From an optimization exercise on the open Yosys and OpenROAD flow, aimed at small area; shortcuts taken in it are not production practice. Only simulation tests tie the RTL to the original design; equivalence was not proved. The clock port is modelled as an ideal driver, which makes a skipped or thinned clock tree look cheaper than it is; a real chip needs a root buffer or a tree. Power figures rest on the tool's default switching activity, not on a simulated workload.

Design calc_core, start of the top module:
module calc_core(clk, rst, key_valid, key_value, ready, seg);
==> flow/config.mk <==
export PLATFORM = sky130hd
export DESIGN_NAME = calc_core
export DESIGN_NICKNAME = calc_core
export VERILOG_FILES = /design/flow/design.v
export SDC_FILE = /design/flow/constraint.sdc
export NUM_CORES = 4
export LEC_CHECK = 0
export CAP_MARGIN = 20
export CORE_MARGIN = 2
export CORE_UTILIZATION = 40
export PLACE_DENSITY = 0.6
export SLEW_MARGIN = 20
==> flow/constraint.sdc <==
create_clock -name core_clock -period 60.0 [get_ports {clk}]
set_input_delay 12.0000 -clock core_clock [delete_from_list [all_inputs] [get_ports {clk}]]
set_output_delay 12.0000 -clock core_clock [all_outputs]
set_load 0.01 [all_outputs]
standard.sh (not shown) runs the stock make flow with config.mk's settings and CLKGATE_MAP_FILE= SYNTH_SCRIPT=/design/flow/synth_recipe.tcl, a recipe that flattens the netlist after the stock synthesis.
==> flow/flow/run.sh <==
#!/bin/bash
# The standard layout (standard.sh), with area-oriented synthesis and
# buffering: no adder-cell extraction, an area-oriented ABC script (run
# through flow/synth.tcl, which is synth_recipe.tcl with the ABC script
# swapped), one-site port buffers and mid-size clock buffers.
F=$(pwd)/flow
export MY_ABC_SCRIPT=$F/area.abc
bash standard.sh ADDER_MAP_FILE= SYNTH_SCRIPT=$F/synth.tcl \
	"BUFFER_PORTS_ARGS=-buffer_cell sky130_fd_sc_hd__buf_1" \
	"CTS_BUF_LIST=sky130_fd_sc_hd__clkbuf_8" \
	finish > standard.log 2>&1
==> flow/flow/area.abc <==
strash
&get -n
&fraig -x
&put
scorr
dc2
dretime
strash
&get -n
&dch -f
&nf -R 1000
&put
strash
&get -n
&dch -f
&nf -R 1000
&put
==> flow/flow/synth.tcl <==
proc synth {args} { yosys synth -nofsm -noshare {*}$args }
proc abc {args} {
  set i [lsearch -exact $args -script]
  if { $i >= 0 && [info exists ::env(MY_ABC_SCRIPT)] } { lset args [expr {$i + 1}] $::env(MY_ABC_SCRIPT) }
  yosys abc {*}$args
}
source $::env(SCRIPTS_DIR)/synth.tcl
# left out here: clear keep_hierarchy, flatten, clean up, hide names made inside functions, write 1_2_yosys.v
==> next run, changes <==
--- a/flow/flow/run.sh
+++ b/flow/flow/run.sh
@@ -8,4 +8,4 @@
 bash standard.sh ADDER_MAP_FILE= SYNTH_SCRIPT=$F/synth.tcl \
 	"BUFFER_PORTS_ARGS=-buffer_cell sky130_fd_sc_hd__buf_1" \
-	"CTS_BUF_LIST=sky130_fd_sc_hd__clkbuf_8" \
+	"CTS_BUF_LIST=sky130_fd_sc_hd__clkbuf_8" CTS_CLUSTER_SIZE=30 CTS_CLUSTER_DIAMETER=200 \
 	finish > standard.log 2>&1
Result: The changed run passed the timing, design-rule and antenna checks. Sequential power barely changes. Power does not change. Sequential share of layout area stays the same. Synthesized cell count stays the same. Worst setup slack stays the same. Maximum frequency is unchanged. Core utilization does not change. Final area stays the same. Area after synthesis stays the same.

== v6 ==
Another version of the RTL of calc_core (not shown whole).
Size: about 610 cells after synthesis, about 56 I/O pins, about 4400 sq um of cells after synthesis.
clock: 60.0 ns
lec_check: 0
cap_margin: 20
core_margin: 2
core_utilization: 40
place_density: 0.6
slew_margin: 20
==> flow/flow/run.sh <==
#!/bin/bash
# The standard layout (standard.sh) with area-oriented settings:
# - synthesis through flow/synth.tcl (synth_recipe.tcl with the ABC script
#   swapped for flow/area.abc, an area-oriented script), and no adder-cell
#   extraction (ADDER_MAP_FILE empty); registers are mapped as in the
#   standard synthesis;
# - one-site port buffers;
# - clock tree from clkbuf_8 only, without dummy loads.
F=$(pwd)/flow
export MY_ABC_SCRIPT=$F/area.abc
bash standard.sh ADDER_MAP_FILE= SYNTH_SCRIPT=$F/synth.tcl \
	"BUFFER_PORTS_ARGS=-buffer_cell sky130_fd_sc_hd__buf_1" \
	"CTS_ARGS=-sink_clustering_enable -repair_clock_nets -buf_list sky130_fd_sc_hd__clkbuf_8 -dont_use_dummy_load" \
	finish > standard.log 2>&1
==> flow/flow/area.abc <==
strash
&get -n
&fraig -x
&put
scorr
dc2
dretime
strash
&get -n
&deepsyn -T 240
&dch -f
&nf -R 1000
&put
Scripts as last shown in full above: flow/flow/synth.tcl
v6: no failed stages, no open violations at the end
What v7 does differently from v6 at the input level:
==> flow/flow/run.sh <==
#!/bin/bash
# The standard layout (standard.sh), with area-oriented synthesis and
# buffering: no adder-cell extraction, an area-oriented ABC script (run
# through flow/synth.tcl, which is synth_recipe.tcl with the ABC script
# swapped), one-site port buffers and mid-size clock buffers.
F=$(pwd)/flow
export MY_ABC_SCRIPT=$F/area.abc
bash standard.sh ADDER_MAP_FILE= SYNTH_SCRIPT=$F/synth.tcl \
	"BUFFER_PORTS_ARGS=-buffer_cell sky130_fd_sc_hd__buf_1" \
	"CTS_ARGS=-sink_clustering_enable -repair_clock_nets -buf_list sky130_fd_sc_hd__clkbuf_8 -dont_use_dummy_load" SLEW_MARGIN=0 CAP_MARGIN=0 \
	finish > standard.log 2>&1
-- flow/flow/area.abc --
<<< v6, line 10
&deepsyn -T 240
>>> v7, line 10
<<< v6, line 14
>>> v7, line 13
strash
&get -n
&dch -f
&nf -R 1000
&put
Notes after the runs:
In v7, via count of the first global-routing pass is higher than in v6. v7 against v6: first-pass GRT wire length +20%, fraction of the mapped netlist area in simple logic gates up 3.8 points, proportion of layout cells with a drive suffix above 1 now sits lower, power density over cell area increased by 29% relative to the old numbers, share of synthesized cell area in full adder, half adder and majority cells roughly the same. Diff v6 -> v7 | met2 usage | decrease of 0.68 points. Compared with v6, v7 improves worst setup slack. Re weighted congestion reported at the end of routability-driven placement: v6 was higher than v7.

calc_core again, from the RTL that the note above started with.
==> flow/config.mk <==
export PLATFORM = sky130hd
export DESIGN_NAME = calc_core
export DESIGN_NICKNAME = calc_core
export VERILOG_FILES = /design/flow/design.v
export SDC_FILE = /design/flow/constraint.sdc
export NUM_CORES = 4
export LEC_CHECK = 0
export CAP_MARGIN = 20
export CORE_MARGIN = 2
export CORE_UTILIZATION = 40
export PLACE_DENSITY = 0.6
export SLEW_MARGIN = 20
==> flow/constraint.sdc <==
create_clock -name core_clock -period 60.0 [get_ports {clk}]
set_input_delay 12.0000 -clock core_clock [delete_from_list [all_inputs] [get_ports {clk}]]
set_output_delay 12.0000 -clock core_clock [all_outputs]
set_load 0.01 [all_outputs]
==> flow/flow/run.sh <==
#!/bin/bash
# The standard layout (standard.sh), with area-oriented synthesis and
# buffering: no adder-cell extraction, an area-oriented ABC script (run
# through flow/synth.tcl, which is synth_recipe.tcl with the ABC script
# swapped), one-site port buffers and mid-size clock buffers.
F=$(pwd)/flow
export MY_ABC_SCRIPT=$F/area.abc
bash standard.sh ADDER_MAP_FILE= SYNTH_SCRIPT=$F/synth.tcl \
	"BUFFER_PORTS_ARGS=-buffer_cell sky130_fd_sc_hd__buf_1" \
	"CTS_ARGS=-sink_clustering_enable -repair_clock_nets -buf_list sky130_fd_sc_hd__clkbuf_16 -dont_use_dummy_load -sink_clustering_size 40 -sink_clustering_max_diameter 400" \
	finish > standard.log 2>&1
==> flow/flow/area.abc <==
strash
&get -n
&fraig -x
&put
scorr
dc2
dretime
strash
&get -n
&dch -f
&nf -R 1000
&put
strash
&get -n
&dch -f
&nf -R 1000
&put
Scripts as last shown in full above: flow/flow/synth.tcl
Change:
--- a/flow/flow/run.sh
+++ b/flow/flow/run.sh
@@ -9,3 +9,3 @@
 	"BUFFER_PORTS_ARGS=-buffer_cell sky130_fd_sc_hd__buf_1" \
-	"CTS_ARGS=-sink_clustering_enable -repair_clock_nets -buf_list sky130_fd_sc_hd__clkbuf_16 -dont_use_dummy_load -sink_clustering_size 40 -sink_clustering_max_diameter 400" \
+	"CTS_ARGS=-sink_clustering_enable -repair_clock_nets -buf_list sky130_fd_sc_hd__clkbuf_8 -dont_use_dummy_load" \
 	finish > standard.log 2>&1
Result: Via count barely changes. Global-route usage stays flat. Routed wire length came out lower by about 0.8%. Setup slack gains 0.061 ns. Critical path depth does not change. Synthesized cell count stays the same.

The RTL this note starts from:
==> flow/design.v <==
module sign_reg(key_value, is_op, is_clr, is_eq, is_dig, dcode);
	input  [3:0] key_value;
	output       is_op, is_clr, is_eq, is_dig;
	output [3:0] dcode;
	wire   [63:0] dt = {4'd10, 4'd10, 4'd10, 4'd10, 4'd10, 4'd3, 4'd2, 4'd1, 4'd10, 4'd6, 4'd5, 4'd4, 4'd10, 4'd9, 4'd8, 4'd7};
assign is_op  = (key_value[1:0] == 2'b11);
assign is_clr = (key_value == 4'd12);
assign is_eq  = (key_value == 4'd14);
assign is_dig = ~is_op & ~is_clr & ~is_eq;
assign dcode  = dt[4*key_value +: 4];
endmodule
module number_reg(nd, dcode, nn, nb);
	input  [11:0] nd;
	input  [3:0]  dcode;
	output [11:0] nn;
	output [9:0]  nb;
	wire   [63:0] vt = {4'bx, 4'bx, 4'bx, 4'bx, 4'bx, 4'd0, 4'd9, 4'd8, 4'd7, 4'd6, 4'd5, 4'd4, 4'd3, 4'd2, 4'd1, 4'd0};
	wire   [3:0]  a = vt[4*nd[11:8] +: 4];
	wire   [3:0]  b = vt[4*nd[7:4] +: 4];
	wire   [3:0]  c = vt[4*nd[3:0] +: 4];
	wire   [3:0]  n2 = (b == 4'd0) ? 4'd0 : nd[7:4];
	wire   [3:0]  n1 = (c == 4'd0 && n2 == 4'd0) ? 4'd0 : nd[3:0];
assign nn = {n2, n1, dcode};
assign nb = a * 7'd100 + b * 4'd10 + c;
endmodule
module processor(d, cin, o);
	input  [23:0] d;
	input         cin;
	output [23:0] o;
	wire   [5:0]  cy;
function [4:0] step;
	input [4:0] i;
	case (i)
		5'd0: step = 5'd0;
		5'd1: step = 5'd1;
		5'd2: step = 5'd2;
		5'd3: step = 5'd3;
		5'd4: step = 5'd4;
		5'd5: step = 5'd5;
		5'd6: step = 5'd6;
		5'd7: step = 5'd7;
		5'd8: step = 5'd8;
		5'd9: step = 5'd9;
		5'd10: step = 5'd26;
		5'd11: step = 5'd17;
		5'd12: step = 5'd18;
		5'd13: step = 5'd19;
		5'd14: step = 5'd20;
		5'd15: step = 5'd21;
		5'd16: step = 5'd22;
		5'd17: step = 5'd23;
		5'd18: step = 5'd24;
		5'd19: step = 5'd25;
		5'd20: step = 5'd10;
		5'd21: step = 5'd1;
		default: step = 5'bx;
	endcase
endfunction
function [3:0] step5;
	input [4:0] i;
	case (i)
		5'd0: step5 = 4'd0;
		5'd1: step5 = 4'd1;
		5'd2: step5 = 4'd2;
		5'd3: step5 = 4'd3;
		5'd4: step5 = 4'd4;
		5'd5: step5 = 4'd5;
		5'd6: step5 = 4'd6;
		5'd7: step5 = 4'd7;
		5'd8: step5 = 4'd8;
		5'd9: step5 = 4'd9;
		5'd10: step5 = 4'd11;
		5'd20: step5 = 4'd10;
		5'd21: step5 = 4'd1;
		default: step5 = 4'bx;
	endcase
endfunction
assign cy[0] = cin;
genvar k;
generate
	for (k = 0; k < 5; k = k + 1) begin : g
		assign {cy[k+1], o[4*k +: 4]} = step({d[4*k +: 4], cy[k]});
	end
endgenerate
assign o[23:20] = step5({d[23:20], cy[5]});
endmodule
module drive_tube(dsp, seg);
	input  [23:0] dsp;
	output [47:0] seg;
	wire [111:0] d0_t = {16'b1111x01101111100, 16'b0101x11101110000, 16'b0101x10101000100, 16'b1000x11101101100, 16'b0100x11111111010, 16'b0100x11110011110, 16'b1000x11111101100};
	wire [111:0] d1_t = {16'bxxxx001101111100, 16'bxxxx011101110000, 16'bxxxx010101000100, 16'bxxxx011101101100, 16'bxxxx011111111010, 16'bxxxx011110011110, 16'bxxxx011111101100};
	genvar k, j;
generate
	for (j = 0; j < 7; j = j + 1) begin : s0
		assign seg[j] = d0_t[16*j + dsp[3:0]];
	end
	for (k = 1; k < 6; k = k + 1) begin : g
		for (j = 0; j < 7; j = j + 1) begin : s
			assign seg[8*k + j] = d1_t[16*j + dsp[4*k +: 4]];
		end
	end
	for (k = 0; k < 6; k = k + 1) begin : dp
		assign seg[8*k + 7] = 1'b0;
	end
endgenerate
endmodule
module calc_core(clk, rst, key_valid, key_value, ready, seg);
	input         clk;
	input         rst;
	input         key_valid;
	input  [3:0]  key_value;
	output        ready;
	output [47:0] seg;
	reg    [11:0] nd;     
	reg    [19:0] r;      
	reg    [23:0] dsp;    
	reg           c;      
	reg           ar;     
	reg    [1:0]  op;     
	reg           busy;
	reg           ph;     
	reg    [4:0]  cnt;
	wire          is_op, is_clr, is_eq, is_dig;
	wire   [3:0]  dcode;
	wire   [9:0]  nb;
	wire   [11:0] nn;
	wire   [15:0] opc   = {4'd15, 4'd14, 4'd13, 4'd12};
	wire   [15:0] issym = 16'b1111x0000000000x;
	wire   [23:0] dd;
assign ready = ~busy;
wire take = key_valid & ~busy;
sign_reg   u_key (.key_value(key_value), .is_op(is_op), .is_clr(is_clr),
                  .is_eq(is_eq), .is_dig(is_dig), .dcode(dcode));
number_reg u_num (.nd(nd), .dcode(dcode), .nn(nn), .nb(nb));
wire [10:0] acc  = dsp[23:13];
wire        div  = c & (op == 2'd3);
wire        mul  = c & (op == 2'd2);
wire        sub  = c & (op == 2'd1);
wire        rbit = (r[0] ^ sub) & c;
wire        addn = mul ? r[0] : (cnt == 5'd0);
wire [10:0] b_in = div ? ~{1'b0, nb} : (addn ? {1'b0, nb} : 11'd0);
wire [11:0] sum  = {1'b0, acc} + {1'b0, b_in} + {11'd0, div | (~mul & rbit)};
wire        q    = sum[11];
wire        last = (ph | ~div) ? (cnt == 5'd19) : (cnt == 5'd20);
processor  u_dd  (.d(dsp), .cin(r[19]), .o(dd));
drive_tube u_seg (.dsp(dsp), .seg(seg));
wire [23:0] ZERO = {20'd0, 4'd10};
always @(posedge clk) begin
	if (rst) begin
		nd   <= {8'd0, 4'd10};
		r    <= 20'd0;
		dsp  <= ZERO;
		c    <= 1'b0;
		ar   <= 1'b0;
		op   <= 2'd0;
		ph   <= 1'b0;
		busy <= 1'b0;
		cnt  <= 5'd0;
	end
	else if (busy) begin
		cnt <= last ? 5'd0 : cnt + 5'd1;
		if (!ph) begin
			if (div) begin
				dsp[23:13] <= {q ? sum[9:0] : acc[9:0], r[19]};
				r          <= {r[18:0], q};
			end
			else begin
				dsp[23:13] <= {1'b0, sum[10:1]};
				r          <= {sum[0] ^ sub, r[19:1]};
			end
			if (last) begin
				if (c) begin
					ph  <= 1'b1;
					dsp <= ZERO;
				end
				else begin
					busy       <= 1'b0;
					dsp[23:13] <= 11'd0;
					nd         <= {8'd0, 4'd10};
				end
			end
		end
		else begin
			dsp <= dd;
			r   <= {r[18:0], r[19]};
			if (last) busy <= 1'b0;
		end
	end
	else if (take) begin
		if (is_dig) begin
			nd <= nn;
			if (!c) dsp <= {12'd0, nn};
			else if (issym[dsp[3:0]]) begin
				dsp  <= ZERO;
				busy <= 1'b1;
				ph   <= 1'b1;
			end
		end
		if (is_op) begin
			ar  <= 1'b1;
			op  <= key_value[3:2];
			dsp <= {20'd0, opc[4*key_value[3:2] +: 4]};
			ph  <= 1'b0;
			if (c) nd <= {8'd0, 4'd10};
			else   busy <= 1'b1;
		end
		if (is_clr) begin
			ar  <= 1'b0;
			c   <= 1'b0;
			r   <= 20'd0;
			nd  <= {8'd0, 4'd10};
			dsp <= ZERO;
		end
		if (is_eq) begin
			c    <= 1'b1;
			ph   <= ~ar;
			busy <= 1'b1;
			dsp  <= ZERO;
		end
	end
end
endmodule
==> flow/config.mk <==
export PLATFORM = sky130hd
export DESIGN_NAME = calc_core
export DESIGN_NICKNAME = calc_core
export VERILOG_FILES = /design/flow/design.v
export SDC_FILE = /design/flow/constraint.sdc
export NUM_CORES = 4
export LEC_CHECK = 0
export CAP_MARGIN = 20
export CORE_MARGIN = 2
export CORE_UTILIZATION = 40
export PLACE_DENSITY = 0.6
export SLEW_MARGIN = 20
==> flow/constraint.sdc <==
create_clock -name core_clock -period 60.0 [get_ports {clk}]
set_input_delay 12.0000 -clock core_clock [delete_from_list [all_inputs] [get_ports {clk}]]
set_output_delay 12.0000 -clock core_clock [all_outputs]
set_load 0.01 [all_outputs]
==> flow/flow/run.sh <==
#!/bin/bash
# The standard layout (standard.sh) with area-oriented settings:
# - synthesis through flow/synth.tcl, which is synth_recipe.tcl with the ABC
#   script swapped for flow/area.abc (deep AIG optimisation, then area
#   mapping); no adder-cell extraction (ADDER_MAP_FILE empty). Registers are
#   mapped exactly as in the standard synthesis.
# - one-site port buffers (every input and output port is buffered).
# - a two-level clock tree built by flow/cts.tcl (six leaf clock buffers
#   at the centres of six register groups, one root buffer on the clock
#   port) in place of ORFS's clock_tree_synthesis.
# All tool output goes to standard.log and ORFS's own logs under orfs/.
F=$(pwd)/flow
export MY_ABC_SCRIPT=$F/area.abc
bash standard.sh ADDER_MAP_FILE= SYNTH_SCRIPT=$F/synth.tcl \
	"BUFFER_PORTS_ARGS=-buffer_cell sky130_fd_sc_hd__buf_1" \
	PRE_CTS_TCL=$F/cts.tcl \
	finish > standard.log 2>&1
==> flow/flow/area.abc <==
strash
&get -n
&fraig -x
&put
scorr
dc2
dretime
strash
&get -n
&deepsyn -I 4 -T 240
&put
amap
==> flow/flow/cts.tcl <==
# Sourced before ORFS's CTS step (PRE_CTS_TCL): a two-level clock tree in
# place of clock_tree_synthesis.
# The registers are split into six groups: three columns by x position,
# each halved by y position; each group's clock pins are driven by one leaf clock buffer at
# the group's centre, and one root buffer drives the leaf buffers.
rename clock_tree_synthesis __orfs_clock_tree_synthesis
proc clock_tree_synthesis { args } {
  set block [ord::get_db_block]
  set dbu [$block getDbUnitsPerMicron]
  set regs {}
  foreach inst [$block getInsts] {
    if { [[$inst getMaster] isSequential] } {
      set box [$inst getBBox]
      lappend regs [list $inst [expr { ([$box xMin] + [$box xMax]) / 2.0 }] \
        [expr { ([$box yMin] + [$box yMax]) / 2.0 }]]
    }
  }
  set xs [lsort -real [lmap r $regs { lindex $r 1 }]]
  set n3 [expr { [llength $xs] / 3 }]
  set x1 [lindex $xs $n3]
  set x2 [lindex $xs [expr { 2 * $n3 }]]
  set groups [dict create]
  foreach r $regs {
    set x [lindex $r 1]
    set g [expr { $x < $x1 ? 0 : ($x < $x2 ? 2 : 4) }]
    dict lappend groups $g $r
  }
  set final [dict create]
  foreach g [dict keys $groups] {
    set rs [dict get $groups $g]
    set ys [lsort -real [lmap r $rs { lindex $r 2 }]]
    set ym [lindex $ys [expr { [llength $ys] / 2 }]]
    foreach r $rs {
      dict lappend final [expr { $g + ([lindex $r 2] < $ym ? 0 : 1) }] $r
    }
  }
  set k 0
  foreach g [lsort [dict keys $final]] {
    set rs [dict get $final $g]
    set sx 0.0
    set sy 0.0
    set pins {}
    foreach r $rs {
      set sx [expr { $sx + [lindex $r 1] }]
      set sy [expr { $sy + [lindex $r 2] }]
      set inst [lindex $r 0]
      foreach it [$inst getITerms] {
        if { [[$it getMTerm] getSigType] eq "CLOCK" || [[$it getMTerm] getName] eq "CLK" } {
          lappend pins [get_pins [$inst getName]/[[$it getMTerm] getName]]
        }
      }
    }
    set n [llength $rs]
    set x [expr { $sx / $n / $dbu }]
    set y [expr { $sy / $n / $dbu }]
    puts "leaf clock buffer $k at ($x, $y) for $n registers"
    insert_buffer -buffer_cell sky130_fd_sc_hd__clkbuf_8 -net clk -load_pins $pins \
      -location [list $x $y] -buffer_name clkbuf_leaf_$k -net_name clknet_leaf_$k
    incr k
  }
  set die [$block getCoreArea]
  set x [expr { ([$die xMin] + [$die xMax]) / 2.0 / $dbu }]
  set y [expr { ([$die yMin] + [$die yMax]) / 2.0 / $dbu }]
  insert_buffer -buffer_cell sky130_fd_sc_hd__clkbuf_8 -net clk \
    -location [list $x $y] -buffer_name clkbuf_root -net_name clknet_root
  set_propagated_clock [all_clocks]
}
Scripts as last shown in full above: flow/flow/synth.tcl
Then changed:
==> flow/flow/run.sh (replaced) <==
#!/bin/bash
# The standard layout (standard.sh) with area-oriented settings:
# - synthesis through flow/synth.tcl (synth_recipe.tcl with the ABC script
#   swapped for flow/area.abc, an area-oriented script), and no adder-cell
#   extraction (ADDER_MAP_FILE empty); registers are mapped as in the
#   standard synthesis;
# - one-site port buffers;
# - clock tree from clkbuf_8 only, without dummy loads.
F=$(pwd)/flow
export MY_ABC_SCRIPT=$F/area.abc
bash standard.sh ADDER_MAP_FILE= SYNTH_SCRIPT=$F/synth.tcl \
	"BUFFER_PORTS_ARGS=-buffer_cell sky130_fd_sc_hd__buf_1" \
	PRE_CTS_TCL=$F/cts.tcl \
	finish > standard.log 2>&1
==> flow/flow/area.abc (replaced) <==
strash
&get -n
&fraig -x
&put
scorr
dc2
dretime
strash
&get -n
&deepsyn -T 20
&dch -f
&nf -R 1000
&put
--- a/flow/flow/cts.tcl
+++ b/flow/flow/cts.tcl
@@ -1,4 +1,3 @@
-# Sourced before ORFS's CTS step (PRE_CTS_TCL): a two-level clock tree in
-# place of clock_tree_synthesis.
-# The registers are split into six groups: three columns by x position,
-# each halved by y position; each group's clock pins are driven by one leaf clock buffer at
+# Sourced before ORFS's CTS step (PRE_CTS_TCL): a two-level clock tree.
+# The registers are split into four groups by the median of their x and y
+# positions; each group's clock pins are driven by one leaf clock buffer at
@@ -19,3 +18 @@
-  set n3 [expr { [llength $xs] / 3 }]
-  set x1 [lindex $xs $n3]
-  set x2 [lindex $xs [expr { 2 * $n3 }]]
+  set xm [lindex $xs [expr { [llength $xs] / 2 }]]
@@ -24,2 +21 @@
-    set x [lindex $r 1]
-    set g [expr { $x < $x1 ? 0 : ($x < $x2 ? 2 : 4) }]
+    set g [expr { [lindex $r 1] < $xm ? 0 : 2 }]
What happened: Synthesized cell count is lower by a few percent; register-to-register slack gains 0.24 ns; clock skew hardly moves; wire length falls by a few percent; final area grows by a few percent; global-route usage drops by 1.6 points; sequential power grows by a few percent; sequential share of layout area came out lower by 0.77 points.
No run of this note takes its clock network from TritonCTS; it comes from the design's own scripts or RTL.

## separate check: timing with driven ports
In the flow no input, the clock included, has a driving cell. The finished layouts below were timed again as built, in two steps. Step 1 assumes that a clkbuf_16 drives the clock port and a buf_2 every other input. Step 2 moves the port delays by t, midway between the first and last clock arrival at a register: inputs arrive t later, outputs are due t later. That takes back most of the time a late clock gives input paths. a / b / c = ideal / step 1 / step 2; a / b = the first two.
| run | t (ns) | slack for setup (ns) | worst hold slack (ns) | worst data-port slew with drivers (ns) | cell pins on the clock port's net |
|---|---|---|---|---|---|
| the first run of note 1 | 0.365 | 45.603 / 45.611 / 45.245 | 0.481 / 0.481 / 0.481 | 0.03 | 1 |
| the second run of note 1 | 0.365 | 45.603 / 45.611 / 45.245 | 0.481 / 0.481 / 0.481 | 0.03 | 1 |
| v6 | 0.367 | 45.336 / 45.346 / 44.979 | 0.449 / 0.449 / 0.449 | 0.03 | 1 |
| v7 | 0.370 | 45.832 / 45.838 / 45.468 | 0.465 / 0.465 / 0.465 | 0.03 | 1 |
| the first run of note 3 | 0.356 | 45.800 / 45.815 / 45.458 | 0.461 / 0.461 / 0.461 | 0.03 | 1 |
| the second run of note 3 | 0.369 | 45.861 / 45.871 / 45.502 | 0.463 / 0.463 / 0.463 | 0.03 | 1 |
| the first run of note 4 | 0.364 | 45.381 / 45.393 / 45.029 | 0.485 / 0.485 / 0.485 | 0.03 | 1 |
| the second run of note 4 | 0.365 | 45.929 / 45.898 / 45.575 | 0.487 / 0.487 / 0.487 | 0.03 | 1 |
After both steps every run listed still meets setup and hold. The setup slack of v7, which loses most, moves by +0.006 ns with the drivers and by -0.364 ns with both steps.
